Context: an optimization exercise on an open-source flow, tuned for small area, a short achievable clock period and few clock cycles per item. The choices shown serve that exercise and are no tape-out recipe. No functional check of the RTL was part of any run shown here. No activity file was given, so power comes from the tool's default toggle rates.

`design.v`:
```
`timescale 1ns / 1ps
module Control(
    input [1:0] Opcode,
    output [7:0] CtrlSign
    );
	assign CtrlSign = (Opcode == 2'b00) ? 8'b11000001 :
					(Opcode == 2'b01) ? 8'b01101010 :
					(Opcode == 2'b10) ? 8'b00100100 :
					8'b00010000;
endmodule
`timescale 1ns / 1ps
module State_Control(
    input [1:0] State,
    output State_Reg_Write,
    output State_Memory,
    output State_PC
    );
	assign State_Memory = (State == 2'b00);
	assign State_Reg_Write = (State == 2'b01);
	assign State_PC = (State == 2'b10);
endmodule
`timescale 1ns / 1ps
module Freq_Div(
    input CLK_IN,
    input RST,
    output reg [1:0] State
    );
	always @(posedge CLK_IN or posedge RST) begin
		if(RST) begin
			State <= 2'b00;
		end else begin
			if(State == 2'b10) begin
				State <= 2'b00;
			end else begin
				State <= State + 2'b01;
			end
		end
	end
endmodule
`timescale 1ns / 1ps
module PC(
    input CLK,
    input RST,
    input Jump,
    input [7:0] Imm,
    output reg [7:0] PCout
    );
	always @(posedge CLK or posedge RST) begin
		if(RST) begin
			PCout <= 0;
		end else begin
			PCout <= PCout + 8'd1 + (Jump ? Imm : 8'd0);
		end
	end
endmodule
`timescale 1ns / 1ps
module MUX(
    input [7:0] NumA,
    input [7:0] NumB,
    input Select,
    output [7:0] Result
    );
	assign Result = (Select == 1'b0) ? NumA : NumB;
endmodule
`timescale 1ns / 1ps
module Reg_Data_Select_Converter(
    input [3:0] IN,
    output reg [1:0] OUT
    );
	always @(*) begin
		if(IN[0] == 1) begin
			OUT = 2'b00;
		end else if(IN[1] == 1) begin
			OUT = 2'b01;
		end else if(IN[2] == 1) begin
			OUT = 2'b10;
		end else if(IN[3] == 1) begin
			OUT = 2'b11;
		end else begin
			OUT = 2'b00;
		end
	end
endmodule
`timescale 1ns / 1ps
module Registers(
    input CLK,
    input RST,
    input [1:0] Read_Reg1,
    input [1:0] Read_Reg2,
    input [1:0] Write_Reg,
    input [7:0] Reg_Write_Data,
    input RegWrite,
    input [7:0] Result,
	input [3:0] SEL_REG,
	output [6:0] SEG_High,
	output [6:0] SEG_Low,
    output [4:0] Low0,
    output [4:0] Low1,
    output [4:0] Low2,
    output [4:0] Low3,
    output [7:0] Read_Data1,
    output [7:0] Read_Data2,
    output reg [7:0] Reg_Write_Data_Save
    );
	reg [7:0] register0;
	reg [7:0] register1;
	reg [7:0] register2;
	reg [7:0] register3;
	assign Low0 = register0[4:0];
	assign Low1 = register1[4:0];
	assign Low2 = register2[4:0];
	assign Low3 = register3[4:0];
	assign Read_Data1 = (Read_Reg1 == 2'b00) ? register0 :
						(Read_Reg1 == 2'b01) ? register1 :
						(Read_Reg1 == 2'b10) ? register2 :
						register3;
	assign Read_Data2 = (Read_Reg2 == 2'b00) ? register0 :
						(Read_Reg2 == 2'b01) ? register1 :
						(Read_Reg2 == 2'b10) ? register2 :
						register3;
	wire [6:0] s0h, s0l, s1h, s1l, s2h, s2l, s3h, s3l;
	v7_Segment V0H(.hex(register0[7:4]), .seg(s0h));
	v7_Segment V0L(.hex(register0[3:0]), .seg(s0l));
	v7_Segment V1H(.hex(register1[7:4]), .seg(s1h));
	v7_Segment V1L(.hex(register1[3:0]), .seg(s1l));
	v7_Segment V2H(.hex(register2[7:4]), .seg(s2h));
	v7_Segment V2L(.hex(register2[3:0]), .seg(s2l));
	v7_Segment V3H(.hex(register3[7:4]), .seg(s3h));
	v7_Segment V3L(.hex(register3[3:0]), .seg(s3l));
	wire p0 = SEL_REG[0] | (SEL_REG[3:1] == 3'b000);
	wire p1 = ~SEL_REG[0] & SEL_REG[1];
	wire p2 = ~SEL_REG[0] & ~SEL_REG[1] & SEL_REG[2];
	wire p3 = ~SEL_REG[0] & ~SEL_REG[1] & ~SEL_REG[2] & SEL_REG[3];
	assign SEG_High = ({7{p0}} & s0h) | ({7{p1}} & s1h) | ({7{p2}} & s2h) | ({7{p3}} & s3h);
	assign SEG_Low  = ({7{p0}} & s0l) | ({7{p1}} & s1l) | ({7{p2}} & s2l) | ({7{p3}} & s3l);
	always @(posedge CLK) begin
		if(RST) begin
			register0 <= 0;
			register1 <= 0;
			register2 <= 0;
			register3 <= 0;
		end else if(RegWrite == 1'b1) begin
			case(Write_Reg)
				2'b00 : register0 <= Reg_Write_Data;
				2'b01 : register1 <= Reg_Write_Data;
				2'b10 : register2 <= Reg_Write_Data;
				2'b11 : register3 <= Reg_Write_Data;
			endcase
		end
	end
	always @(posedge CLK or posedge RST) begin
		if(RST) begin
			Reg_Write_Data_Save <= 0;
		end else begin
			Reg_Write_Data_Save <= Result;
		end
	end
endmodule
`timescale 1ns / 1ps
module ALU(
    input [7:0] NumA,
    input [7:0] NumB,
    input ALUOP,
    output [7:0] Result
    );
	assign Result = NumA + NumB;
endmodule
`timescale 1ns / 1ps
module v8_to_5_Compressor(
    input [4:0] R0,
    input [4:0] R1,
    input [4:0] R2,
    input [4:0] R3,
    input [1:0] rs,
    input [1:0] imm,
    output [31:0] Line
    );
	function [3:0] dec2(input [1:0] v);
		dec2 = 4'b0001 << v;
	endfunction
	function [7:0] dec3(input [2:0] v);
		dec3 = 8'b00000001 << v;
	endfunction
	wire [3:0] L0 = dec2(R0[1:0]), L1 = dec2(R1[1:0]), L2 = dec2(R2[1:0]), L3 = dec2(R3[1:0]);
	wire [7:0] H0 = dec3(R0[4:2]), H1 = dec3(R1[4:2]), H2 = dec3(R2[4:2]), H3 = dec3(R3[4:2]);
	wire [3:0] r = dec2(rs);
	wire [3:0] k = dec2(imm);
	wire [3:0] L = ({4{r[0]}} & L0) | ({4{r[1]}} & L1) | ({4{r[2]}} & L2) | ({4{r[3]}} & L3);
	wire [7:0] H = ({8{r[0]}} & H0) | ({8{r[1]}} & H1) | ({8{r[2]}} & H2) | ({8{r[3]}} & H3);
	wire [3:0] Lr = ({4{k[0]}} & L) | ({4{k[1]}} & {L[2:0], L[3]}) |
	                ({4{k[2]}} & {L[1:0], L[3:2]}) | ({4{k[3]}} & {L[0], L[3:1]});
	wire c = (k[1] & L[3]) | (k[2] & (L[2] | L[3])) | (k[3] & ~L[0]);
	wire up   = c & ~imm[1];
	wire down = ~c & imm[1];
	wire keep = ~(up | down);
	wire [7:0] Hr = ({8{keep}} & H) | ({8{up}} & {H[6:0], H[7]}) | ({8{down}} & {H[0], H[7:1]});
	genvar i;
	generate
		for(i = 0; i < 32; i = i + 1) begin : line
			assign Line[i] = Lr[i % 4] & Hr[i / 4];
		end
	endgenerate
endmodule
`timescale 1ns / 1ps
module Data_Memory(
    input CLK,
    input RST,
    input [31:0] Line,
    input [7:0] Write_Data,
    input MemWrite,
    output [7:0] Read_Data
    );
	reg [255:0] mem;
	wire [7:0] wd_lo = Write_Data & {8{~RST}};
	wire [7:0] wd_hi = Write_Data | {8{RST}};
	genvar i;
	generate
		for(i = 0; i < 32; i = i + 1) begin : word
			wire [7:0] init = (i < 16) ? i : (16 - i);
			wire       en   = RST | (MemWrite & Line[i]);
			always @(posedge CLK) begin
				if(en) begin
					mem[8*i +: 8] <= (init & wd_hi) | (~init & wd_lo);
				end
			end
		end
	endgenerate
	reg [7:0] rd;
	integer j;
	always @(*) begin
		rd = 8'd0;
		for(j = 0; j < 32; j = j + 1)
			rd = rd | (mem[8*j +: 8] & {8{Line[j]}});
	end
	assign Read_Data = rd;
endmodule
`timescale 1ns / 1ps
module Sign_Extend(
    input [1:0] IN,
    output [7:0] OUT
    );
	assign OUT = (IN[1] == 1) ? 8'b11111100 + IN : 8'b00000000 + IN;
endmodule
module v7_Segment(input [3:0] hex, output [6:0] seg); wire [3:0] h = hex;
assign seg[0] = ~((~h[3] & ~h[2] & ~h[1] & h[0]) | (~h[3] & h[2] & ~h[1] & ~h[0]) | (h[3] & ~h[2] & h[1] & h[0]) | (h[3] & h[2] & ~h[1] & h[0]));
assign seg[1] = ~((~h[3] & h[2] & ~h[1] & h[0]) | (h[3] & h[2] & ~h[0]) | (h[3] & h[1] & h[0]) | (h[2] & h[1] & ~h[0]));
assign seg[2] = ~((~h[3] & ~h[2] & h[1] & ~h[0]) | (h[3] & h[2] & h[1]) | (h[3] & h[2] & ~h[0]));
assign seg[3] = ~((~h[3] & ~h[2] & ~h[1] & h[0]) | (~h[3] & h[2] & ~h[1] & ~h[0]) | (h[3] & ~h[2] & h[1] & ~h[0]) | (h[2] & h[1] & h[0]));
assign seg[4] = ~((~h[3] & h[2] & ~h[1]) | (~h[3] & h[0]) | (~h[2] & ~h[1] & h[0]));
assign seg[5] = ~((~h[3] & ~h[2] & h[1]) | (~h[3] & ~h[2] & h[0]) | (~h[3] & h[1] & h[0]) | (h[3] & h[2] & ~h[1] & h[0]));
assign seg[6] = ~((~h[3] & ~h[2] & ~h[1]) | (~h[3] & h[2] & h[1] & h[0]) | (h[3] & h[2] & ~h[1] & ~h[0]));
endmodule
`timescale 1ns / 1ps
module Microprocessor(
    input [7:0] Instruction,
    input CLK_IN,
    input RST,
	input [3:0] SEL_REG,
    output [7:0] Read_Address,	 
    output [6:0] SEG1,   
	output [6:0] SEG2,	 
	output [6:0] SEG3,   
	output [6:0] SEG4,	 
	output [6:0] SEG5,   
	output [6:0] SEG6	 
    );
	wire [1:0] op = Instruction[7:6];
	wire [1:0] rs = Instruction[5:4];
	wire [1:0] rt = Instruction[3:2];
	wire [1:0] rd = Instruction[1:0];
	wire [7:0] Imm;
	wire [7:0] Read_Data1, Read_Data2, Read_Data;
	wire [7:0] Reg_Write_Data_Save;
	wire [4:0] Low0, Low1, Low2, Low3;
	wire [31:0] Line;
	Sign_Extend SE1(.IN(Instruction[1:0]), .OUT(Imm));
	wire is_load  = (op == 2'b01);
	wire is_store = (op == 2'b10);
	wire is_jump  = (op == 2'b11);
	wire [7:0] Sum  = Read_Data1 + Read_Data2;	 
	wire [7:0] Addr = Read_Data1 + Imm;		 
	wire [7:0] Result = is_load ? Read_Data : (is_store ? Addr : Sum);
	PC P1(.CLK(CLK_IN), .RST(RST), .Jump(is_jump), .Imm(Imm), .PCout(Read_Address));
	Registers R1(.CLK(CLK_IN), .RST(RST), .Read_Reg1(rs), .Read_Reg2(rt),
				.Write_Reg(is_load ? rt : rd), .Reg_Write_Data(is_load ? Read_Data : Sum),
				.RegWrite(op[1] == 1'b0), .Result(Result),
				.Low0(Low0), .Low1(Low1), .Low2(Low2), .Low3(Low3),
				.Read_Data1(Read_Data1), .Read_Data2(Read_Data2),
				.Reg_Write_Data_Save(Reg_Write_Data_Save),
				.SEL_REG(SEL_REG), .SEG_High(SEG5), .SEG_Low(SEG6));
	v8_to_5_Compressor COMP1(.R0(Low0), .R1(Low1), .R2(Low2), .R3(Low3),
				.rs(rs), .imm(Instruction[1:0]), .Line(Line));
	Data_Memory D1(.CLK(CLK_IN), .RST(RST), .Line(Line),
				.Write_Data(Read_Data2), .MemWrite(is_store), .Read_Data(Read_Data));
	v7_Segment V1(.hex(Reg_Write_Data_Save[7:4]), .seg(SEG1));
	v7_Segment V2(.hex(Reg_Write_Data_Save[3:0]), .seg(SEG2));
	v7_Segment V3(.hex(Read_Address[7:4]), .seg(SEG3));
	v7_Segment V4(.hex(Read_Address[3:0]), .seg(SEG4));
endmodule
```
`flow/run.sh`:
```
#!/bin/bash
# The standard layout (the standard.sh: unchanged synthesis, floorplan,
# placement, CTS, routing), with the port buffers that buffer_ports inserts
# made plain buffers instead of the default delay-cell buffers.
set -euo pipefail
export BUFFER_PORTS_ARGS="-buffer_cell sky130_fd_sc_hd__buf_2"
bash standard.sh > standard.log 2>&1
```
`standard.sh`:
```
#!/bin/bash
# synth_recipe.tcl (not shown) runs the flow's synth.tcl, then flattens the netlist and writes it again
# the make line also repeats each setting of config.mk as NAME=value (left out here)
make -C /OpenROAD-flow-scripts/flow DESIGN_CONFIG=/design/flow/config.mk WORK_HOME=/design/flow/orfs CLKGATE_MAP_FILE= SYNTH_SCRIPT=/design/flow/synth_recipe.tcl "${@:-finish}"
```
`config.mk`:
```
export PLATFORM = sky130hd
export DESIGN_NAME = Microprocessor
export DESIGN_NICKNAME = Microprocessor
export VERILOG_FILES = /design/flow/design.v
export SDC_FILE = /design/flow/constraint.sdc
export NUM_CORES = 4
export LEC_CHECK = 0
export CAP_MARGIN = 20
export CORE_MARGIN = 2
export CORE_UTILIZATION = 40
export SETUP_SLACK_MARGIN = 2
export SLEW_MARGIN = 20
export SYNTH_HIERARCHICAL = 1
```
`constraint.sdc`:
```
create_clock -name core_clock -period 6.0 [get_ports {CLK_IN}]
set_input_delay 1.2000 -clock core_clock [delete_from_list [all_inputs] [get_ports {CLK_IN}]]
set_output_delay 1.2000 -clock core_clock [all_outputs]
set_load 0.01 [all_outputs]
```
==> results of run 1 <==
==> path summary, 6_finish.rpt <==
| path | start | to | slack (ns) | cells after the start |
|---|---|---|---|---|
| worst max-delay path | Instruction[4] | R1.register0[7] | 1.79 | 15 |
| worst min-delay path | R1.register1[1] | R1.register1[1] | 0.67 | 2 |
| worst max register to register | R1.register1[3] | R1.register0[7] | 1.85 | 13 |
| worst min register to register | R1.register1[1] | R1.register1[1] | 0.67 | 2 |
| max in group asynchronous | RST | P1.PCout[7] | 4.78 | 2 |
| min in group asynchronous | RST | R1.Reg_Write_Data_Save[3] | 0.96 | 2 |
==> state kept, by name (all words and copies together), names as in the netlist <==
| name | count |
|---|---|
| D1.mem | 256 |
| P1.PCout | 8 |
| R1.Reg_Write_Data_Save | 8 |
| R1.register0 | 8 |
| R1.register1 | 8 |
| R1.register2 | 8 |
| R1.register3 | 8 |
==> synth_stat cells (4+ instances only) <==
cell type	number
nand2_2	12
mux4_2	17
nand2b_4	12
xnor2_1	6
inv_1	45
a22oi_1	133
xor2_1	20
a21oi_1	29
dfxtp_1	32
a31oi_1	25
nor3_2	14
a21o_1	33
nor2b_1	17
edfxtp_1	256
ha_1	23
and3_1	6
buf_4	57
nand3_2	10
or2_2	12
o22a_1	12
o32ai_1	4
and2_1	8
mux2i_1	51
buf_6	23
a22oi_2	21
buf_2	32
nand3_1	13
o21ai_0	41
clkbuf_1	27
or4_1	8
nand2_1	80
a32oi_1	14
nor3_1	81
o21a_1	4
nand4_1	33
nor3b_2	13
dfrtp_1	16
nand2b_1	33
nand3b_1	6
o21ai_2	12
o31a_1	14
nor2_1	106
o22ai_1	41
==> critical path, cell delays in order <==
cell and delay (ns):
buf_8 0.09, mux4_2 0.54, a21oi_2 0.17, o221a_4 0.21, ha_4 0.23, a222oi_1 0.31
buf_4 0.27, nor2_4 0.10, a22oi_2 0.23, nand4_1 0.17, or4_4 0.59, nand2_4 0.10
a21bo_4 0.24, mux2i_1 0.15, nor2_1 0.07
==> final cells by class <==
cell class	count	area [um2]
sequential	304	8738
clock buffer	35	790.8
tap	539	674.4
timing repair buffer	95	653.1
fill	3785	22930
inverter	45	168.9
clock inverter	22	361.6
multi-input combinational	1011	7814
==> Yosys stat by module, one instance, submodules excluded <==
module              cells  flops+latches  cell area [um2]
Data_Memory           512            256             9475
PC                     57              8            560.5
Sign_Extend             8              0            60.06
v7_Segment             33              0            225.2
Registers             224             40             2425
v8_to_5_Compressor    148              0            938.4
Microprocessor        157              0             1015
==> logic make-up after synthesis <==
logic type      count (synthesis)
compound gates                406
xor+xnor                       26
fa+ha+maj                      26
buf+inv                       188
flops                         304
mux                            71
simple gates                  481
==> through the flow <==
stage / cell area [um2] / hold WS (ns)
after global placement: 17360 / 0.6803
after CTS: 18840 / 0.6649
after detailed placement: 17370 / 0.6920
after floorplan: 17260 / 0.5190
after global routing: 19200 / 0.6985
final: 19200 / 0.6731
==> power breakdown <==
group          switching, mW  internal, mW
sequential             0.183          2.42
clock                  0.842          1.34
combinational          0.551         0.425
total                   1.58          4.19
==> per-layer routing <==
layer	part of all wire	GRT usage
met4	0.027	0.05852
met1	0.45	0.2917
met2	0.47	0.3314
met5	0	0
met3	0.058	0.02661
==> timing repair <==
action	4_1_cts	5_1_grt
gates cloned	0	1
gates resized for setup	65	50
setup buffers	6	14
setup endpoints to repair	48	40
pin swaps	27	20
==> flow_summary.yaml, run 1 <==
outcome:
  status: "finished clean"
synth:
  syn_inst: 1502
  synth-xor-area-share: 0.01326
  yosys.area.top_type: "edfxtp_1"
  synth_seq_cells: 304
  yosysSeqAreaShare: 0.5082
  synth_fa_ha_area_frac: 0.02025
  synth_ff_type: "edfxtp_1"
  synthTopCellsByArea: "edfxtp_1 45%, a22oi_1 5.8%, dfxtp_1 3.7%"
  synth_edf_count: 256
  async_flop_share: 0.05263
  synth_top_family_by_area: "compound AO/OA/AOI/OAI gates"
  syn_avg_cell_area_um2: 11.44
  synth_fp_nets: 1542
  yosys_warnings: 10
  synth-simple-area-share: 0.1615
  synth_cell_types: 78
  synthesis.area_um2: 17180
  synth_compound_area_frac: 0.1742
  synthMuxAreaShare: 0.05660
  synth.top_cell.area_share: 0.4476
finish:
  final_common_cell: "edfxtp_1"
  fin_nets: 1528
  drive_gt1_frac: 0.2573
  instances_no_fill: 2051
  layout.cells.most_common_list: "256 x edfxtp_1, 95 x a22oi_1, 86 x nor2_1"
  diodes: 0
  areaGrowthSynthToFinish_pct: 11.79
  fin_util: 0.4557
grt:
  grt_pass1_wl_um: 70710
  grt_max_degree: 44
  grt-ovfl-total: 0
  antenna_found_initial: 0
  grtUsageTotal: 0.2058
  grt_pass1_vias: 11780
placement:
  port_buffers: 63
  place_congestion: 0.8983
  dp_hpwl_um: 31320
  pre_cts_ws_ns: 0.7468
  dp_cells: 1973
floorplanning:
  core_um2: 42130
  num_io_pins: 64
  die_w_um: 211.2
  rows: 75
  start_util: 0.4077
  die_area_um2: 44610
  die_h_um: 211.2
timing:
  drv_slew: 0
  layout_setup_ws_ns: 1.791
  tns_ns: 0
  setup_viol: 0
  fin_skew_ns: 0.01244
  finalCritPeriodShare: 0.7016
  rsz0062_at_grt: "yes"
  hold_viol_final: 0
  clock.fmax_mhz: 237.6
  slew_headroom: 0.2375
  tightest_slew_ns: 1.139
  fin_crit_ns: 4.209
drt:
  num_vias: 12390
  ant_nets: 0
  drt_iter0_drc: 1138
  vias_per_cell: 6.042
  wire_per_inst_um: 22.64
  wirelength_um: 46430
  drt-pass1-iter-count: 6
  drc: 0
clock_network:
  cts_sinks: 304
  path_clk_slew_ns: 0.07
  htree_num_levels: 1
  cts.root.buffer_cell: "clkbuf_16"
  insertion_delay_ns: 0.59
  cts_tree: "done"
  clockBufferDepth: 3
  cts_hold_buffers: 0
  cts_buffers: 31
power_and_ir_drop:
  max-vdd-ir-drop_mv: 0.2294
  power_mw: 5.763
  powerDensity_nw_per_um2: 300.2
  p_leak_nw: 6.775
worst_setup_path:
  endpoint_kind: "flip-flop"
  crit_required_ns: 6.45
  path_max_fanout: 8
  critPathLaunchType: "input port"
  critPathKind: "in2reg"
  cp.arrival_ns: 4.66
run:
  max-cap-violations: 0
min_path:
  hold_path_class: "reg2reg"
==> run 2, diff against run 1 <==
--- a/config.mk
+++ b/config.mk
@@ -10,4 +10,3 @@
 export CORE_UTILIZATION = 40
 export SETUP_SLACK_MARGIN = 2
 export SLEW_MARGIN = 20
-export SYNTH_HIERARCHICAL = 1
==> flow_summary.yaml, run 2 <==
outcome:
  status: "finished clean"
drt:
  ant_nets: 0
  wirelength_um: 54660
  drc: 0
  vias_per_cell: 6.394
  drt-pass1-iter-count: 7
  drt_iter0_drc: 1910
  wire_per_inst_um: 25.97
  num_vias: 13460
floorplanning:
  num_io_pins: 64
  start_util: 0.4033
  die_w_um: 206.4
  rows: 74
  core_um2: 40650
  die_area_um2: 42620
  die_h_um: 206.4
grt:
  grt-ovfl-total: 0
  grt_max_degree: 50
  antenna_found_initial: 0
  grt_pass1_vias: 12500
  grtUsageTotal: 0.2530
  grt_pass1_wl_um: 80210
worst_setup_path:
  critPathKind: "in2reg"
  crit_family: "compound AO/OA/AOI/OAI gates"
  crit_path_top_delay_cell: "mux4_2"
  max_stage_delay_ns: 0.62
  path_max_fanout: 25
  critPathLaunchType: "input port"
  cpMostUsedCell: "buf_4"
  worst-path-stages: 7
  crit_required_ns: 6.27
  endpoint_kind: "flip-flop"
  crit_buf_inv: 3
  cp.arrival_ns: 4.24
  cp_cell_sequence: "buf_8, mux4_2, a32oi_2, nand2_1, buf_4, o21ai_1, buf_4"
  reg2reg_depth: 7
finish:
  final_common_cell: "edfxtp_1"
  seqCellArea_um2: 8738
  areaGrowthSynthToFinish_pct: 15.54
  multiInputGateArea_um2: 7581
  drive_gt1_frac: 0.2085
  diodes: 0
  nFillCells: 3702
  largest_reg_flops: 256
  regMostFlops: "D1.mem"
  layout.cells.most_common_list: "256 x edfxtp_1, 99 x nand2_1, 96 x a21oi_1"
  fin_nets: 1588
timing:
  fin_crit_ns: 3.969
  setup_viol: 0
  finalCritPeriodShare: 0.6614
  clock.fmax_mhz: 252.0
  tightest_slew_ns: 0.9019
  rsz0062_at_grt: "yes"
  hold_ws_ns: 0.6048
  drv_slew: 0
  slew_headroom: 0.3941
  fin_skew_ns: 0.03285
  layout_setup_ws_ns: 2.031
  tns_ns: 0
  hold_viol_final: 0
clock_network:
  cts_sinks: 304
  cts.root.buffer_cell: "clkbuf_16"
  cts_buffers: 31
  path_clk_slew_ns: 0.06
  cts_tree: "done"
  insertion_delay_ns: 0.59
  htree_num_levels: 1
  clockBufferDepth: 3
placement:
  pre_cts_ws_ns: 0.6313
  dp_hpwl_um: 37020
  place_congestion: 0.8769
  port_buffers: 63
synth:
  async_flop_share: 0.05263
  synth.top_cell.area_share: 0.4689
  yosys_warnings: 4
  synthesis.area_um2: 16390
  yosys.area.top_type: "edfxtp_1"
  yosysSeqAreaShare: 0.5324
  synth_ff_type: "edfxtp_1"
  synth_seq_cells: 304
  yosysMostFrequentCell: "edfxtp_1"
  synthTopCellsByArea: "edfxtp_1 47%, dfxtp_1 3.9%, o21ai_0 3.4%"
  syn_avg_cell_area_um2: 10.82
  yosys-top-cells-count: "256 x edfxtp_1, 113 x o21ai_0, 100 x nand2_1"
  syn_inst: 1515
  synth_edf_count: 256
  synth_fp_nets: 1555
  synth_cell_types: 87
min_path:
  hold_path_class: "reg2reg"
  holdPathStages: 2
power_and_ir_drop:
  p_leak_nw: 6.610
  powerDensity_nw_per_um2: 310.5
  max-vdd-ir-drop_mv: 0.2248
run:
  max-cap-violations: 0
run 2: logic make-up (layout without fill, tap and decap cells):
logic type                 Yosys count  in the layout  share of synthesized area
AOI/OAI and AO/OA                  504            504                     0.2088
and+or+nand+nor                    464            465                     0.1459
DFF                                304            304                     0.5324
buffers and inverters              157            214                    0.04267
xor gates and xnor gates            31             31                    0.01656
adders and majority gates           28             28                    0.02244
muxes                               27             27                    0.03122
run 2: metrics by stage:
| stage | cell area [um2] | power (mW) | util | instances |
|---|---|---|---|---|
| after floorplan | 16860 | 3.510 | - | 1515 |
| after global placement | 17370 | 3.917 | 0.4274 | 2016 |
| after detailed placement | 17370 | 3.944 | 0.4274 | 2016 |
| after CTS | 18760 | 5.872 | 0.4615 | 2091 |
| after global routing | 18940 | 6.122 | 0.4660 | 2105 |
| final | 18940 | 5.881 | 0.4660 | 2105 |
run 2: worst paths after layout:
check	from	endpoint	slack, ns
min reg2reg	R1.register2[1]	R1.register2[1]	0.60
min	R1.register2[1]	R1.register2[1]	0.60
max	Instruction[5]	D1.mem[124]	2.03
max in group asynchronous	RST	R1.Reg_Write_Data_Save[2]	4.44
min in group asynchronous	RST	R1.Reg_Write_Data_Save[3]	1.06
max reg2reg	R1.register3[0]	D1.mem[124]	2.16
run 2: what timing repair did:
action                     CTS  global route
buffers inserted            16            14
resized for setup           55            23
pin swaps                   15             6
setup endpoints to repair  301            59
gates cloned                 1             0
hold buffers                 0             0
run 2: cell type report:
class,count,area share
timing repair buffer,120,0.04314
multi-input combinational,1055,0.4003
sequential,304,0.4614
inverter,36,0.007200
clock buffer,40,0.04327
tap,532,0.03514
clock inverter,18,0.009645
run 2: per-layer routing:
layer | wire [um] | track usage | up-vias | part of all wire
li1 | - | - | 5992 | -
met1 | 22040 | 0.3339 | 6692 | 0.40
met2 | 26610 | 0.4270 | 670 | 0.49
met3 | 4274 | 0.03627 | 105 | 0.078
met4 | 1732 | 0.08418 | 0 | 0.032
met5 | 0 | 0 | - | 0
run 2: power breakdown:
| group | internal, mW | total [mW] | switching [mW] |
|---|---|---|---|
| sequential | 2.46 | 2.66 | 0.196 |
| clock | 1.10 | 1.92 | 0.827 |
| combinational | 0.506 | 1.30 | 0.792 |
| total | 4.07 | 5.88 | 1.82 |
run 2: tightest hold or removal path, delay by kind of cell, from the launching register on:
family	cells	cell delay (ns)
compound gates	1	0.06
simple gates	1	0.09
flops	1	0.42
==> run 3, diff against run 2 <==
--- a/config.mk
+++ b/config.mk
@@ -8,5 +8,5 @@
 export CAP_MARGIN = 20
 export CORE_MARGIN = 2
 export CORE_UTILIZATION = 40
-export SETUP_SLACK_MARGIN = 2
+export SETUP_SLACK_MARGIN = 3
 export SLEW_MARGIN = 20
==> flow_summary.yaml, run 3 <==
outcome:
  status: "finished clean"
floorplanning:
  start_util: 0.4033
  num_io_pins: 64
  core_um2: 40650
  die_h_um: 206.4
  die_area_um2: 42620
  rows: 74
  die_w_um: 206.4
drt:
  vias_per_cell: 6.480
  wire_per_inst_um: 27.14
  wirelength_um: 60700
  drt_iter0_drc: 1809
  drc: 0
  ant_nets: 0
  num_vias: 14500
  drt-pass1-iter-count: 6
grt:
  grtUsageTotal: 0.2727
  grt_pass1_wl_um: 86300
  grt.met2_usage: 0.4478
  grt-ovfl-total: 0
  grtUsageMet3: 0.04478
  grt_max_degree: 47
  gr-max-usage-layer: "met2"
  antenna_found_initial: 1
  grt_pass1_vias: 13410
  globalRouteMet1Util: 0.3610
synth:
  syn_avg_cell_area_um2: 10.82
  synth.top_cell.area_share: 0.4689
  synth_ff_type: "edfxtp_1"
  synth_fp_nets: 1555
  async_flop_share: 0.05263
  synthesis.area_um2: 16390
  yosys.area.top_type: "edfxtp_1"
  synth_cell_types: 87
  yosysMostFrequentCell: "edfxtp_1"
  yosys-top-cells-count: "256 x edfxtp_1, 113 x o21ai_0, 100 x nand2_1"
  yosysSeqAreaShare: 0.5324
  synth_edf_count: 256
  synthTopCellsByArea: "edfxtp_1 47%, dfxtp_1 3.9%, o21ai_0 3.4%"
  syn_inst: 1515
  yosys_warnings: 4
  synth_seq_cells: 304
worst_setup_path:
  critPathLaunchType: "input port"
  crit_required_ns: 6.44
  critPathKind: "in2reg"
  endpoint_kind: "flip-flop"
  path_max_fanout: 7
  cp.arrival_ns: 4.39
power_and_ir_drop:
  max-vdd-ir-drop_mv: 0.2792
  p_leak_nw: 7.663
  power_mw: 6.165
  powerDensity_nw_per_um2: 283.8
clock_network:
  cts.root.buffer_cell: "clkbuf_16"
  path_clk_slew_ns: 0.06
  clockBufferDepth: 3
  cts_hold_buffers: 0
  insertion_delay_ns: 0.59
  htree_num_levels: 1
  cts_tree: "done"
  cts_sinks: 304
  cts_buffers: 31
finish:
  final_common_cell: "edfxtp_1"
  instances_no_fill: 2237
  diodes: 0
  areaGrowthSynthToFinish_pct: 32.54
  drive_gt1_frac: 0.3607
  nFillCells: 3363
  largest_reg_flops: 256
  layout.cells.most_common_list: "256 x edfxtp_1, 89 x a21oi_1, 88 x nand2_1, 88 x buf_4, 78 x nor2_1"
  regMostFlops: "D1.mem"
  fin_nets: 1722
timing:
  hold_viol_final: 0
  clock.fmax_mhz: 253.2
  fin_crit_ns: 3.950
  finalCritPeriodShare: 0.6583
  slew_headroom: 0.2881
  tns_ns: 0
  rsz0062_at_grt: "yes"
  setup_viol: 0
  fin_skew_ns: 0.02887
  tightest_slew_ns: 1.066
  drv_slew: 0
run:
  max-cap-violations: 0
placement:
  place_congestion: 0.8973
  dp_hpwl_um: 37790
  port_buffers: 63
  dp_cells: 2020
min_path:
  hold_path_class: "reg2reg"
-- run 3: changes by cell type in the layout (fill, tap and decap cells not counted), sizes merged --
cell and change:
and2 +4, buf +126, bufbuf +1, bufinv -2
clkbuf +7, clkinv -6, clkinvlp +1, nand3 +1
-- run 3: cells by family (layout without fill, tap and decap cells) --
| group | Yosys count | in the layout | synth area share |
|---|---|---|---|
| flip-flops | 304 | 304 | 0.5324 |
| buffers and inverters | 157 | 341 | 0.04267 |
| XOR/XNOR | 31 | 31 | 0.01656 |
| AO/OA/AOI/OAI | 504 | 504 | 0.2088 |
| multiplexers | 27 | 27 | 0.03122 |
| adder cells (fa/ha/maj) | 28 | 28 | 0.02244 |
| AND/OR/NAND/NOR | 464 | 470 | 0.1459 |
-- run 3: timing repair --
action | CTS | global route
pin swaps | 80 | 72
hold endpoints to repair | 0 | 0
buffers inserted | 116 | 37
cloned | 6 | 2
setup endpoints to repair | 321 | 329
gates resized for setup | 227 | 145
-- run 3: worst max-delay path: stages --
cell and delay (ns):
buf_12 0.11, buf_12 0.12, nor4_2 0.29, a31oi_4 0.08, nand3_1 0.11, o21a_1 0.18, o22ai_4 0.10, ha_4 0.24
buf_6 0.14, a221o_4 0.44, a222oi_1 0.62, and4b_2 0.37, nand2_1 0.07, a221o_1 0.30
-- run 3: cell type report --
class                           instances  area [um2]  area share
Clock buffer                           45       842.1     0.03876
Tap cell                              532       665.6     0.03064
Multi-Input combinational cell       1060        8702      0.4005
Timing Repair Buffer                  249        2480      0.1141
Clock inverter                         11       88.84    0.004089
Inverter                               36       137.6    0.006335
Sequential cell                       304        8811      0.4055
-- run 3: power breakdown --
part           internal [mW]  switching, mW  total [mW]
clock network           1.01          0.814        1.83
registers               2.47          0.184        2.65
logic                  0.724          0.961        1.69
total                   4.21           1.96        6.17
-- run 3: final timing paths --
check                                     start                   endpoint  slack [ns]  cells after the start
worst max register to register  R1.register3[0]  R1.Reg_Write_Data_Save[2]        2.15                     11
worst max-delay path             Instruction[4]  R1.Reg_Write_Data_Save[2]        2.05                     14
min in group asynchronous                   RST  R1.Reg_Write_Data_Save[0]        1.02                      2
worst min-delay path            R1.register0[2]            R1.register0[2]        0.55                      2
max in group asynchronous                   RST                P1.PCout[2]        4.53                      2
worst min register to register  R1.register0[2]            R1.register0[2]        0.55                      2
-- run 3: routing by layer --
layer  vias up  part of all wire
met5         -                 0
li1       6280                 -
met2       855              0.47
met3       165             0.092
met4         0             0.045
met1      7196              0.39
-- run 3: through the flow --
step / cell area, um2 / util / worst slack, ns / hold slack, ns
6_report: 21730 / 0.5345 / 2.050 / 0.5522
5_1_grt: 21730 / 0.5345 / 1.985 / 0.5809
4_1_cts: 20750 / 0.5106 / 2.185 / 0.5659
3_5_place_dp: 17690 / 0.4352 / 0.6783 / 0.6309
3_3_place_gp: 17690 / 0.4352 / 0.7654 / 0.6116
2_1_floorplan: 17190 / - / 1.761 / 0.6013
==> run 4, diff against run 3 <==
--- a/config.mk
+++ b/config.mk
@@ -8,5 +8,5 @@
 export CAP_MARGIN = 20
 export CORE_MARGIN = 2
 export CORE_UTILIZATION = 40
-export SETUP_SLACK_MARGIN = 3
+export SETUP_SLACK_MARGIN = 2.5
 export SLEW_MARGIN = 20
==> flow_summary.yaml, run 4 <==
worst_setup_path:
  critPathLaunchType: "input port"
  crit_required_ns: 6.40
  reg2reg_depth: 12
  path_max_fanout: 6
  endpoint_kind: "flip-flop"
  cp.arrival_ns: 4.29
  critPathKind: "in2reg"
drt:
  wire_per_inst_um: 26.62
  num_vias: 14090
  ant_nets: 0
  drc: 0
  drt-pass1-iter-count: 9
  drt_iter0_drc: 1953
  vias_per_cell: 6.433
  wirelength_um: 58300
synth:
  synth_edf_count: 256
  yosys-top-cells-count: "256 x edfxtp_1, 113 x o21ai_0, 100 x nand2_1"
  synthesis.area_um2: 16390
  synth_fp_nets: 1555
  synth_ff_type: "edfxtp_1"
  async_flop_share: 0.05263
  synthTopCellsByArea: "edfxtp_1 47%, dfxtp_1 3.9%, o21ai_0 3.4%"
  yosys_warnings: 4
  yosysSeqAreaShare: 0.5324
  synth_seq_cells: 304
  synth_cell_types: 87
  syn_inst: 1515
  syn_avg_cell_area_um2: 10.82
  yosys.area.top_type: "edfxtp_1"
  synth.top_cell.area_share: 0.4689
  yosysMostFrequentCell: "edfxtp_1"
grt:
  antenna_found_initial: 2
  grt-ovfl-total: 0
  grt_pass1_vias: 13040
  grtUsageTotal: 0.2687
  grt_max_degree: 44
  grt_pass1_wl_um: 84500
power_and_ir_drop:
  p_leak_nw: 7.376
  powerDensity_nw_per_um2: 299.3
  power_mw: 6.259
  max-vdd-ir-drop_mv: 0.2199
clock_network:
  cts_tree: "done"
  cts.root.buffer_cell: "clkbuf_16"
  cts_sinks: 304
  htree_num_levels: 2
  cts_buffers: 34
  clockBufferDepth: 3
  path_clk_slew_ns: 0.06
  cts_hold_buffers: 0
  insertion_delay_ns: 0.54
finish:
  areaGrowthSynthToFinish_pct: 27.54
  final_common_cell: "edfxtp_1"
  largest_reg_flops: 256
  fin_util: 0.5144
  diodes: 0
  layout.cells.most_common_list: "256 x edfxtp_1, 95 x buf_4, 93 x a21oi_1"
  fin_nets: 1673
  regMostFlops: "D1.mem"
  instances_no_fill: 2190
  nFillCells: 3496
  drive_gt1_frac: 0.3239
placement:
  port_buffers: 63
  dp_hpwl_um: 37300
  place_congestion: 0.9090
  dp_cells: 2025
timing:
  tns_ns: 0
  clock.fmax_mhz: 257.1
  rsz0062_at_grt: "yes"
  setup_viol: 0
  tightest_slew_ns: 1.098
  drv_slew: 0
  hold_ws_ns: 0.5728
  fin_crit_ns: 3.890
  finalCritPeriodShare: 0.6483
  slew_headroom: 0.2677
  hold_viol_final: 0
  fin_skew_ns: 0.02670
outcome:
  status: "finished clean"
min_path:
  hold_path_class: "reg2reg"
  holdPathStages: 2
floorplanning:
  start_util: 0.4033
  num_io_pins: 64
  rows: 74
  core_um2: 40650
  die_h_um: 206.4
  die_area_um2: 42620
  die_w_um: 206.4
run:
  max-cap-violations: 0
[run 4: cell counts after synthesis]
No cell type changed its count.
[run 4: repair_timing]
item / CTS / global route
setup buffers: 73 / 26
gates cloned: 4 / 1
setup endpoints to repair: 310 / 231
resized for setup: 187 / 87
pin swaps: 55 / 60
[run 4: layout make-up]
class                      count  area, um2  share of cell area
inverter                      36      137.6            0.006583
clock buffer                  38      887.1             0.04243
sequential                   304       8760              0.4190
multi-input combinational   1058       8466              0.4049
timing repair buffer         199       1749             0.08366
clock inverter                23      242.7             0.01161
tap                          532      665.6             0.03184
[run 4: stage by stage]
stage / setup WS [ns] / instance area (um2)
final: 2.110 / 20910
after global routing: 1.975 / 20910
after CTS: 2.113 / 20170
after detailed placement: 0.6172 / 17620
after global placement: 0.6774 / 17620
after floorplan: 1.761 / 17050
[run 4: where the power goes]
| group | switching (mW) | internal, mW | total [mW] |
|---|---|---|---|
| logic | 0.865 | 0.602 | 1.47 |
| registers | 0.200 | 2.46 | 2.66 |
| clock network | 0.880 | 1.25 | 2.13 |
| total | 1.95 | 4.31 | 6.26 |
[run 4: metal layers]
metal / track usage / wire length [um] / vias to the layer above
met5: 0 / 0 / -
met4: 0.1000 / 2494 / 0
met3: 0.04683 / 5180 / 150
met2: 0.4348 / 27270 / 787
met1: 0.3608 / 23360 / 6977
li1: - / - / 6174
[run 4: cells by family (layout without fill, tap and decap cells)]
logic type | after synthesis | after routing | share of synthesized area
AOI/OAI and AO/OA | 504 | 504 | 0.2088
xor gates and xnor gates | 31 | 31 | 0.01656
adders and majority gates | 28 | 28 | 0.02244
buffers and inverters | 157 | 296 | 0.04267
DFF | 304 | 304 | 0.5324
muxes | 27 | 27 | 0.03122
and+or+nand+nor | 464 | 468 | 0.1459
[run 4: worst paths after layout]
check	end	startpoint	slack, ns
max in group asynchronous	R1.Reg_Write_Data_Save[1]	RST	4.54
min in group asynchronous	R1.Reg_Write_Data_Save[5]	RST	1.04
max	R1.register3[5]	Instruction[4]	2.11
min reg2reg	R1.register0[2]	R1.register0[2]	0.57
max reg2reg	R1.register0[0]	R1.register1[1]	2.24
min	R1.register0[2]	R1.register0[2]	0.57
[run 4: critical path, cell delays in order]
cell and delay (ns):
buf_12 0.10, mux4_2 0.52, inv_2 0.09, o21a_1 0.15
o22ai_4 0.10, ha_4 0.25, buf_12 0.14, buf_6 0.11
o21ai_4 0.09, buf_12 0.16, nand3_4 0.11, buf_6 0.19
a221oi_1 0.31, nand4_1 0.23, a211oi_4 0.27, buf_6 0.19
o31ai_1 0.08
==> run 5, diff against run 4 <==
--- a/design.v
+++ b/design.v
@@ -133,7 +133,7 @@
 	wire p3 = ~SEL_REG[0] & ~SEL_REG[1] & ~SEL_REG[2] & SEL_REG[3];
 	assign SEG_High = ({7{p0}} & s0h) | ({7{p1}} & s1h) | ({7{p2}} & s2h) | ({7{p3}} & s3h);
 	assign SEG_Low  = ({7{p0}} & s0l) | ({7{p1}} & s1l) | ({7{p2}} & s2l) | ({7{p3}} & s3l);
-	always @(posedge CLK) begin
+	always @(posedge CLK or posedge RST) begin
 		if(RST) begin
 			register0 <= 0;
 			register1 <= 0;
--- a/config.mk
+++ b/config.mk
@@ -8,5 +8,6 @@
 export CAP_MARGIN = 20
 export CORE_MARGIN = 2
 export CORE_UTILIZATION = 40
-export SETUP_SLACK_MARGIN = 2.5
+export CTS_BUF_LIST = sky130_fd_sc_hd__clkbuf_8
+export SETUP_SLACK_MARGIN = 2
 export SLEW_MARGIN = 20
==> flow_summary.yaml, run 5 <==
placement:
  dp_hpwl_um: 39900
  place_congestion: 0.9552
  port_buffers: 63
power_and_ir_drop:
  powerDensity_nw_per_um2: 537.0
  power_mw: 10.37
  max-vdd-ir-drop_mv: 0.2386
  p_leak_nw: 7.022
worst_setup_path:
  critPathLaunchType: "input port"
  cp.arrival_ns: 4.32
  reg2reg_depth: 12
  crit_start: "Instruction[4]"
  r2r_slack_ns: 2.03
  endpoint_kind: "flip-flop"
  crit_required_ns: 6.24
  r2r_end: "R1.register0[7]"
  critPathKind: "in2reg"
  path_max_fanout: 17
  crit_end: "D1.mem[133]"
  timing.rr.start: "R1.register0[0]"
min_path:
  hold_path_class: "reg2reg"
synth:
  synth_seq_cells: 304
  yosysMostFrequentCell: "edfxtp_1"
  syn_inst: 1459
  synth_cell_types: 83
  yosys-top-cells-count: "256 x edfxtp_1, 113 x nand2_1, 107 x o21ai_0"
  async_flop_share: 0.1579
  synth_edf_count: 256
  synth_fp_nets: 1499
  yosys.area.top_type: "edfxtp_1"
  synthesis.area_um2: 16340
  yosysSeqAreaShare: 0.5438
  synth.top_cell.area_share: 0.4703
  synthTopCellsByArea: "edfxtp_1 47%, dfrtp_1 7.3%, o21ai_0 3.3%"
  yosys_warnings: 4
  synth_ff_type: "edfxtp_1"
  syn_avg_cell_area_um2: 11.20
finish:
  areaGrowthSynthToFinish_pct: 18.21
  drive_gt1_frac: 0.2400
  regMostFlops: "D1.mem"
  layout.cells.most_common_list: "256 x edfxtp_1, 111 x nand2_1, 90 x nor2_1"
  fin_nets: 1604
  nFillCells: 3661
  final_common_cell: "edfxtp_1"
  diodes: 0
  largest_reg_flops: 256
drt:
  wirelength_um: 59450
  drc: 0
  drt-pass1-iter-count: 6
  drt_iter0_drc: 2081
  ant_nets: 0
  vias_per_cell: 6.530
  wire_per_inst_um: 27.88
  num_vias: 13920
timing:
  fin_crit_ns: 4.079
  rsz0062_at_grt: "yes"
  finalCritPeriodShare: 0.6798
  hold_viol_final: 0
  slew_headroom: 0.1644
  tns_ns: 0
  tightest_slew_ns: 1.252
  fin_skew_ns: 0.03536
  clock.fmax_mhz: 245.2
  drv_slew: 0
  setup_viol: 0
clock_network:
  cts_sinks: 304
  clockBufferDepth: 3
  cts_buffers: 49
  insertion_delay_ns: 0.63
  cts_tree: "done"
  cts.root.buffer_cell: "clkbuf_8"
  path_clk_slew_ns: 0.06
  htree_num_levels: 2
  cts_hold_buffers: 0
grt:
  grt-ovfl-total: 0
  grt_pass1_wl_um: 84640
  antenna_found_initial: 1
  grt_max_degree: 56
  grt_pass1_vias: 12580
  grtUsageTotal: 0.2742
floorplanning:
  rows: 74
  die_w_um: 206.1
  num_io_pins: 64
  die_area_um2: 42490
  core_um2: 40550
  start_util: 0.4030
  die_h_um: 206.1
run:
  max-cap-violations: 0
outcome:
  status: "finished clean"
-- run 5: logic make-up after synthesis --
kind of cell,count (synthesis),synth area share
adder cells (fa/ha/maj),27,0.02189
flip-flops,304,0.5438
buffers and inverters,158,0.04019
multiplexers,24,0.02940
AND/OR/NAND/NOR,421,0.1330
XOR/XNOR,33,0.01768
AO/OA/AOI/OAI,492,0.2140
-- run 5: power breakdown --
part	switching (mW)	leakage (nW)	total [mW]	internal (mW)
clock	0.854	0.531	1.71	0.860
sequential	0.749	3.08	3.67	2.93
combinational	3.05	3.42	4.99	1.93
-- run 5: worst min-delay path by stage --
stage,start,end,slack [ns],cells after the start
after global routing,R1.register1[0],R1.register1[0],0.71,2
final,R1.register1[0],R1.register1[0],0.68,2
after detailed placement,D1.mem[224],R1.Reg_Write_Data_Save[0],0.71,3
after CTS,R1.register1[0],R1.register1[0],0.68,2
after floorplan,D1.mem[42],R1.Reg_Write_Data_Save[2],0.61,4
after global placement,D1.mem[224],R1.Reg_Write_Data_Save[0],0.68,3
-- run 5: what timing repair did --
action / in CTS / in global routing
gates resized for setup: 69 / 45
cloned: 4 / 1
setup endpoints to repair: 282 / 78
pin swaps: 25 / 36
buffers inserted: 24 / 22
-- run 5: layer usage --
metal  track usage  part of all wire  vias to the layer above
met1        0.3647              0.39                     6841
met4        0.1199             0.051                        0
met2        0.4323              0.45                      922
met5             0                 0                        -
li1              -                 -                     5961
met3       0.05897              0.11                      198
-- run 5: metrics by stage --
step	hold slack, ns	setup WS, ns	util	area (um2)	instances
6_report	0.6803	1.921	0.4764	19320	2132
5_1_grt	0.7109	1.886	0.4764	19320	2132
4_1_cts	0.6849	1.955	0.4673	18950	2109
3_5_place_dp	0.7067	0.5407	0.4318	17510	1994
3_3_place_gp	0.6765	0.6791	0.4318	17510	1994
2_1_floorplan	0.6099	1.530	-	16660	1459
-- run 5: layout make-up --
| cell class | instances | area [um2] | area share |
|---|---|---|---|
| Timing Repair Buffer | 166 | 1196 | 0.06191 |
| Clock inverter | 34 | 183.9 | 0.009519 |
| Multi-Input combinational cell | 1001 | 7477 | 0.3870 |
| Tap cell | 532 | 665.6 | 0.03445 |
| Clock buffer | 53 | 729.5 | 0.03775 |
| Sequential cell | 304 | 8904 | 0.4608 |
| Inverter | 42 | 165.2 | 0.008548 |
-- run 5: worst max-delay path, cell delays in order --
cell and delay, ns:
buf_12 0.11, buf_4 0.19, or3b_2 0.50, o32ai_1 0.52
o21ai_0 0.31, nand3_4 0.20, buf_4 0.20, buf_4 0.16
nand2_1 0.18, o21ai_2 0.72
==> run 6, diff against run 5 <==
--- a/design.v
+++ b/design.v
@@ -133,7 +133,7 @@
 	wire p3 = ~SEL_REG[0] & ~SEL_REG[1] & ~SEL_REG[2] & SEL_REG[3];
 	assign SEG_High = ({7{p0}} & s0h) | ({7{p1}} & s1h) | ({7{p2}} & s2h) | ({7{p3}} & s3h);
 	assign SEG_Low  = ({7{p0}} & s0l) | ({7{p1}} & s1l) | ({7{p2}} & s2l) | ({7{p3}} & s3l);
-	always @(posedge CLK or posedge RST) begin
+	always @(posedge CLK) begin
 		if(RST) begin
 			register0 <= 0;
 			register1 <= 0;
==> flow/run.sh (replaced) <==
#!/bin/bash
# The standard layout (standard.sh), with the standard synthesis run
# unchanged first. The layout steps then run with:
#  - plain buffers (buf_2) on the ports instead of delay-cell buffers,
#  - timing repair allowed to change a cell's footprint (sky130hd's
#    config.mk restricts the floorplan and CTS repairs to same-footprint
#    swaps).
set -euo pipefail
bash standard.sh synth > synth.log 2>&1
bash standard.sh "BUFFER_PORTS_ARGS=-buffer_cell sky130_fd_sc_hd__buf_2" MATCH_CELL_FOOTPRINT=0 finish > layout.log 2>&1
--- a/config.mk
+++ b/config.mk
@@ -8,6 +8,5 @@
 export CAP_MARGIN = 20
 export CORE_MARGIN = 2
 export CORE_UTILIZATION = 40
-export CTS_BUF_LIST = sky130_fd_sc_hd__clkbuf_8
 export SETUP_SLACK_MARGIN = 2
 export SLEW_MARGIN = 20
==> flow_summary.yaml, run 6 <==
outcome:
  status: "finished clean"
min_path:
  hold_path_class: "reg2reg"
  worstHoldStart: "R1.register2[1]"
floorplanning:
  start_util: 0.4033
  rows: 74
  die_area_um2: 42620
  die_h_um: 206.4
  num_io_pins: 64
  die_w_um: 206.4
  core_um2: 40650
synth:
  synth_seq_cells: 304
  synth_fp_nets: 1555
  yosys_warnings: 4
  syn_avg_cell_area_um2: 10.82
  syn_inst: 1515
  yosys-top-cells-count: "256 x edfxtp_1, 113 x o21ai_0, 100 x nand2_1"
  yosysMostFrequentCell: "edfxtp_1"
  synth_ff_type: "edfxtp_1"
  synth_edf_count: 256
  synthTopCellsByArea: "edfxtp_1 47%, dfxtp_1 3.9%, o21ai_0 3.4%"
  synth_cell_types: 87
  synthesis.area_um2: 16390
  yosysSeqAreaShare: 0.5324
  yosys.area.top_type: "edfxtp_1"
  async_flop_share: 0.05263
  synth.top_cell.area_share: 0.4689
timing:
  rsz0062_at_grt: "yes"
  fin_crit_ns: 3.978
  setup_viol: 0
  finalCritPeriodShare: 0.6630
  clock.fmax_mhz: 251.4
  hold_viol_final: 0
  tightest_slew_ns: 1.019
  drv_slew: 0
  tns_ns: 0
  slew_headroom: 0.3153
  fin_skew_ns: 0.01048
clock_network:
  cts_sinks: 304
  htree_num_levels: 1
  cts_hold_buffers: 0
  cts_buffers: 31
  cts.root.buffer_cell: "clkbuf_16"
  clockBufferDepth: 3
  path_clk_slew_ns: 0.06
  cts_tree: "done"
  insertion_delay_ns: 0.56
grt:
  grt_pass1_vias: 12330
  grt_max_degree: 44
  grt_pass1_wl_um: 80830
  grtUsageTotal: 0.2562
  grt-ovfl-total: 0
  antenna_found_initial: 1
finish:
  nFillCells: 3608
  final_common_cell: "edfxtp_1"
  drive_gt1_frac: 0.2362
  layout.cells.most_common_list: "256 x edfxtp_1, 99 x nand2_1, 96 x a21oi_1"
  largest_reg_flops: 256
  areaGrowthSynthToFinish_pct: 19.21
  instances_no_fill: 2142
  regMostFlops: "D1.mem"
  fin_nets: 1627
worst_setup_path:
  critPathLaunchType: "input port"
  timing.rr.start: "R1.register1[1]"
  crit_required_ns: 6.42
  cp.arrival_ns: 4.40
  crit_start: "Instruction[4]"
  critPathKind: "in2reg"
  endpoint_kind: "flip-flop"
  path_max_fanout: 6
placement:
  place_congestion: 0.9394
  port_buffers: 63
  dp_hpwl_um: 37660
  dp_cells: 2016
drt:
  wirelength_um: 56650
  num_vias: 13800
  wire_per_inst_um: 26.44
  drc: 0
  drt_iter0_drc: 2292
  ant_nets: 0
  drt-pass1-iter-count: 8
  vias_per_cell: 6.440
power_and_ir_drop:
  max-vdd-ir-drop_mv: 0.2534
  p_leak_nw: 6.871
  powerDensity_nw_per_um2: 308.9
run:
  max-cap-violations: 0
run 6: changes by cell type in the layout (fill, tap and decap cells not counted), moves of 14 or more:
cell / previous run / this run
dfxtp_1: 0 / 24
a21oi_1: 73 / 96
inv_1: 54 / 31
clkbuf_8: 53 / 0
a22oi_1: 47 / 33
o31ai_1: 25 / 8
o22ai_1: 13 / 43
dfrtp_1: 38 / 16
clkbuf_16: 0 / 33
nor3_1: 13 / 28
nand3_1: 27 / 64
nand4_1: 28 / 9
run 6: final timing paths:
kind                            slack (ns)                         to  cells past startpoint
worst max-delay path                  2.02            R1.register0[0]                     16
worst min-delay path                  0.61            R1.register2[1]                      2
worst max register to register        2.16            R1.register0[0]                     14
worst min register to register        0.61            R1.register2[1]                      2
max in group asynchronous             4.43  R1.Reg_Write_Data_Save[0]                      2
min in group asynchronous             1.09                P1.PCout[2]                      2
run 6: final cells by class:
cell class                 count  area [um2]  area share
clock buffer                  35       790.8     0.04046
timing repair buffer         158        1214     0.06210
inverter                      36       136.4    0.006979
multi-input combinational   1056        7740      0.3961
antenna                        1       2.502   0.0001280
sequential                   304        8738      0.4471
clock inverter                20       255.2     0.01306
tap                          532       665.6     0.03406
run 6: cells by family after synthesis:
logic type	after synthesis	share of synthesized area
AO/OA/AOI/OAI	504	0.2088
AND/OR/NAND/NOR	464	0.1459
flip-flops	304	0.5324
buffers and inverters	157	0.04267
XOR/XNOR	31	0.01656
adder cells (fa/ha/maj)	28	0.02244
multiplexers	27	0.03122
run 6: critical path: stages:
cell and delay (ns):
buf_16 0.10, mux4_2 0.52, inv_2 0.10, o21a_1 0.16, o22ai_4 0.10, ha_4 0.25
buf_12 0.14, o21ai_2 0.08, nand3_4 0.15, buf_4 0.19, a22oi_1 0.19, o22ai_1 0.16
or4_4 0.58, nor4_4 0.21, buf_4 0.19, o31ai_1 0.07
run 6: metal layers:
| layer | vias to the layer above | global-route usage | share of wire |
|---|---|---|---|
| met1 | 6775 | 0.3546 | 0.40 |
| met3 | 128 | 0.04242 | 0.095 |
| met2 | 826 | 0.4024 | 0.46 |
| li1 | 6066 | - | - |
| met5 | - | 0 | 0 |
| met4 | 0 | 0.09923 | 0.041 |
run 6: through the flow:
stage                 util  area, um2  power (mW)  setup slack [ns]  hold WS, ns
finish              0.4808      19540       6.037             2.022       0.6063
global route        0.4807      19540       6.262             1.912       0.6364
CTS                 0.4658      18930       5.969             2.004       0.6133
detailed placement  0.4287      17430       3.945            0.2598       0.6251
global placement    0.4287      17430       3.920            0.2679       0.6196
floorplan                -      16860       3.511             1.781       0.6013
run 6: power by group:
| group | switching (mW) | internal, mW | total (mW) |
|---|---|---|---|
| sequential | 0.206 | 2.46 | 2.67 |
| combinational | 0.822 | 0.547 | 1.37 |
| clock | 0.801 | 1.20 | 2.00 |
| total | 1.83 | 4.21 | 6.04 |
run 6: what timing repair did:
item | in CTS | in global routing
cloned | 1 | 3
buffers inserted | 27 | 39
endpoints found under the setup margin | 289 | 52
resized for setup | 57 | 51
pin swaps | 11 | 22

==> separate check: timing with driven ports <==
The flow's constraints put no driver on any port. The routed layouts listed below were extracted and timed again, unchanged, in two steps. Step 1, drivers: a clkbuf_16 drives CLK_IN and a buf_2 each remaining input, both assumed. Step 2 moves the port delays by t, midway between the first and last clock arrival at a register: inputs arrive t later, outputs are due t later. That takes back most of the time a late clock gives input paths. Three values: no drivers, after step 1, after step 2; two values: the first two.
run	t (ns)	slack for setup (ns)	clock arrival spread, ns
run 1	0.639	1.791 / 1.756 / 1.117	0.013 / 0.012
run 2	0.631	2.031 / 2.029 / 1.399	0.035 / 0.035
run 3	0.622	2.050 / 2.023 / 1.401	0.030 / 0.030
run 4	0.580	2.110 / 2.058 / 1.478	0.027 / 0.026
run 5	0.663	1.921 / 1.918 / 1.254	0.035 / 0.035
run 6	0.605	2.022 / 1.935 / 1.331	0.010 / 0.011
After both steps setup and hold are still met in every run listed. The setup slack of run 6, which loses most, moves by -0.087 ns with the drivers and by -0.691 ns with both steps.
